This design comes from an exercise in tuning for small area on the open sky130 flow, not from production work. In this exercise RTL edits were held to simulation tests only and were not proved equivalent to the original. Power is estimated from default activity; no workload was simulated.

==> flow/design.v (excerpt) <==
module main(
    input clk,
    input rst,
    input btnl,
    input btnd,
    input btnr,
    input btnp,
    input [3:0] speed,
    output [7:0] led,
    output [6:0] seg,
    output [3:0] an
    );
wire [3:0] bebida;
wire [3:0] total;
wire [3:0] cambio;
wire reset_wire;
wire cobrar_wire;
wire cancel_wire;
wire hundred_wire;
wire five_hundred_wire;
wire [2:0] c_type;
wire [2:0] c_type_saved;
wire t_expired;
wire [2:0] ing_type;
wire [1:0] t_value;
wire start_timer;
wire ok;
localparam DB_N = 10, DB_K = 6;
localparam DIV_W = 12, DIV_K = 10;
localparam [DIV_W-1:0] DIV_TERM = 12'h742;
localparam SEG_N = 10, SEG_K = 6;
assign led[1:0] = 2'b00;
Debouncer #(.N(DB_N), .K(DB_K)) coffee      (.clk(clk), .rst(rst), .signal(speed[0]), .signal_state(bebida[0]), .signal_up());
Debouncer #(.N(DB_N), .K(DB_K)) coffee_milk (.clk(clk), .rst(rst), .signal(speed[1]), .signal_state(bebida[1]), .signal_up());
Debouncer #(.N(DB_N), .K(DB_K)) cappuc      (.clk(clk), .rst(rst), .signal(speed[2]), .signal_state(bebida[2]), .signal_up());
Debouncer #(.N(DB_N), .K(DB_K)) mocca       (.clk(clk), .rst(rst), .signal(speed[3]), .signal_state(bebida[3]), .signal_up());
Debouncer #(.N(DB_N), .K(DB_K)) cancel      (.clk(clk), .rst(rst), .signal(btnd), .signal_state(cancel_wire), .signal_up());
Debouncer #(.N(DB_N), .K(DB_K)) reset       (.clk(clk), .rst(rst), .signal(btnp), .signal_state(reset_wire), .signal_up());
Debouncer #(.N(DB_N), .K(DB_K)) hundred_coin      (.clk(clk), .rst(rst), .signal(btnl), .signal_state(), .signal_up(hundred_wire));
Debouncer #(.N(DB_N), .K(DB_K)) five_hundred_coin (.clk(clk), .rst(rst), .signal(btnr), .signal_state(), .signal_up(five_hundred_wire));
SelectBebida selector(.switches(bebida), .c_type(c_type));
Comparador comparador (.clk(clk), .rst(rst), .dinero(total), .c_type(c_type), .cambio(cambio), .ok(ok));
Contador monedero(.clk(clk), .rst(rst), .one(hundred_wire), .five(five_hundred_wire),
	.reset(cancel_wire | cobrar_wire), .total(total));
  ...
export LEC_CHECK = 0
export CAP_MARGIN = 20
export CORE_MARGIN = 2
export CORE_UTILIZATION = 60
export SLEW_MARGIN = 20
create_clock -name core_clock -period 10.0 [get_ports {clk}]
standard.sh (not shown) runs the stock make flow with config.mk's settings and CLKGATE_MAP_FILE= SYNTH_SCRIPT=/design/flow/synth_recipe.tcl, a recipe that flattens the netlist after the stock synthesis.
==> flow/flow/run.sh <==
#!/bin/bash
# Own flow: the standard flow, with three changes to how the layout is made:
#  1. after the standard synthesis, the combinational gates are re-mapped by
#     ABC for area (flip-flops untouched, see remap.tcl); the result is used
#     only if Yosys proves it equivalent to the standard netlist (equiv.tcl);
#  2. port buffers are the smallest buffer (buf_1) instead of the default;
#  3. clock tree synthesis uses clkbuf_4 buffers and inserts no dummy loads.
# Each tool's full output goes to a log file in the work folder.
set -euo pipefail
WORK=$(pwd)
FLOWDIR=$WORK/flow
export RES=$WORK/orfs/results/${FLOW_PLATFORM}/main/base
export ABC_SCRIPT=$FLOWDIR/area.abc

bash standard.sh synth > $WORK/log_synth.txt 2>&1
cp $RES/1_2_yosys.v $RES/1_2_yosys_std.v
if yosys -c $FLOWDIR/remap.tcl > $WORK/log_remap.txt 2>&1 &&
   yosys -c $FLOWDIR/equiv.tcl > $WORK/log_equiv.txt 2>&1; then
  cp $RES/1_2_yosys_remap.v $RES/1_2_yosys.v
  rm -f $RES/1_synth.odb $RES/1_synth.sdc
  echo "using re-mapped netlist"
else
  echo "re-map not proven; using the standard netlist"
fi

export BUFFER_PORTS_ARGS="-buffer_cell sky130_fd_sc_hd__buf_1"
export CTS_ARGS="-sink_clustering_enable -repair_clock_nets -buf_list sky130_fd_sc_hd__clkbuf_8 -sink_clustering_size 40 -sink_clustering_max_diameter 100 -dont_use_dummy_load"
bash standard.sh finish > $WORK/log_finish.txt 2>&1
==> flow/flow/equiv.tcl <==
# Prove the re-mapped netlist equivalent to the standard one (same flip-flops,
# paired by name; the gates between them must compute the same functions).
yosys -import
set lib $::env(FLOW_HOME)/platforms/sky130hd/lib/sky130_fd_sc_hd__tt_025C_1v80.lib
set res $::env(RES)
read_liberty -ignore_miss_func $lib
read_verilog $res/1_2_yosys_std.v
yosys rename $::env(FLOW_TOP) gold
read_verilog $res/1_2_yosys_remap.v
yosys rename $::env(FLOW_TOP) gate
hierarchy -check
flatten gold gate
opt_clean
yosys rename -hide w:_*
equiv_make gold gate equiv
equiv_simple -seq 2
equiv_induct
equiv_status -assert
Other scripts of this flow, unchanged in this note and not shown: flow/flow/area.abc, flow/flow/remap.tcl
The starting point went through all stages and came out clean.
Then changed:
--- a/flow/flow/run.sh
+++ b/flow/flow/run.sh
@@ -27 +27 @@
-export CTS_ARGS="-sink_clustering_enable -repair_clock_nets -buf_list sky130_fd_sc_hd__clkbuf_8 -sink_clustering_size 40 -sink_clustering_max_diameter 100 -dont_use_dummy_load"
+export CTS_ARGS="-sink_clustering_enable -repair_clock_nets -buf_list sky130_fd_sc_hd__clkbuf_4 -dont_use_dummy_load"
--- a/flow/flow/equiv.tcl
+++ b/flow/flow/equiv.tcl
@@ -8 +8 @@
-yosys rename $::env(FLOW_TOP) gold
+rename $::env(FLOW_TOP) gold
@@ -10 +10 @@
-yosys rename $::env(FLOW_TOP) gate
+rename $::env(FLOW_TOP) gate
@@ -14 +14 @@
-yosys rename -hide w:_*
+rename -hide w:_*
CORE_UTILIZATION = 40   (was 60)
Final cell count rose by about 2%.
Area after synthesis rose by about 10%.
Design area rose by about 8%.
Non-clock buffer count fell by 1.
Utilization fell by 24 points.
Sequential share of layout area fell by 4.0 points.
Wire length rose by 9.2%.
Then changed:
--- a/flow/flow/run.sh
+++ b/flow/flow/run.sh
@@ -27 +27 @@
-export CTS_ARGS="-sink_clustering_enable -repair_clock_nets -buf_list sky130_fd_sc_hd__clkbuf_4 -dont_use_dummy_load"
+export CTS_ARGS="-sink_clustering_enable -repair_clock_nets -buf_list sky130_fd_sc_hd__clkbuf_8 -dont_use_dummy_load"
--- a/flow/flow/equiv.tcl
+++ b/flow/flow/equiv.tcl
@@ -8 +8 @@
-rename $::env(FLOW_TOP) gold
+yosys rename $::env(FLOW_TOP) gold
@@ -10 +10 @@
-rename $::env(FLOW_TOP) gate
+yosys rename $::env(FLOW_TOP) gate
@@ -14 +14 @@
-rename -hide w:_*
+yosys rename -hide w:_*
CORE_UTILIZATION = 60   (was 40)
Result:
- non-clock buffer count grows by 1
- synthesized area goes down by about 9%
- total power came out higher by 5.3%
- clock skew grows by 6.5 ps
- design area is lower by about 7%
- via count rises by about 1.7%
Then changed:
--- a/flow/flow/run.sh
+++ b/flow/flow/run.sh
@@ -27 +27 @@
-export CTS_ARGS="-sink_clustering_enable -repair_clock_nets -buf_list sky130_fd_sc_hd__clkbuf_8 -dont_use_dummy_load"
+export CTS_ARGS="-sink_clustering_enable -repair_clock_nets -buf_list {sky130_fd_sc_hd__clkbuf_4 sky130_fd_sc_hd__clkbuf_8} -dont_use_dummy_load"
After rerunning: Via count is unchanged; worst hold slack stays the same; non-clock buffer count stays the same; count of clock-buffer cells in the layout is unchanged; critical path depth stays the same; global-route usage does not change; synthesized area stays the same.

-- static timing again, ports no longer ideal --
The flow's constraints put no driver on any port. The routed layouts listed below were extracted and timed again, unchanged, in two steps.
Step 1 (the two cells are an assumption about what drives the block):
set clk [get_ports {clk}]
set_driving_cell -lib_cell sky130_fd_sc_hd__clkbuf_16 $clk
set_driving_cell -lib_cell sky130_fd_sc_hd__buf_2 [delete_from_list [all_inputs] $clk]
Step 2 times the ports against the registers' clock, not the clock port: input delays grow and output delays shrink by t, the midpoint of the rising clock arrivals with the driver on.
Slacks: ideal / step 1 / step 2; pairs: ideal / step 1.
| run | t, ns | slack for setup (ns) | worst setup path at the end | worst data-port slew with drivers (ns) |
|---|---|---|---|---|
| the first run | 0.433 | 6.179 / 6.149 / 6.521 | input to register | 0.03 |
| the second run | 0.535 | 5.918 / 5.885 / 5.973 | input to register | 0.03 |
| the third run | 0.433 | 6.179 / 6.149 / 6.521 | input to register | 0.03 |
| the fourth run | 0.433 | 6.179 / 6.149 / 6.521 | input to register | 0.03 |
After both steps setup and hold are still met in every run listed.
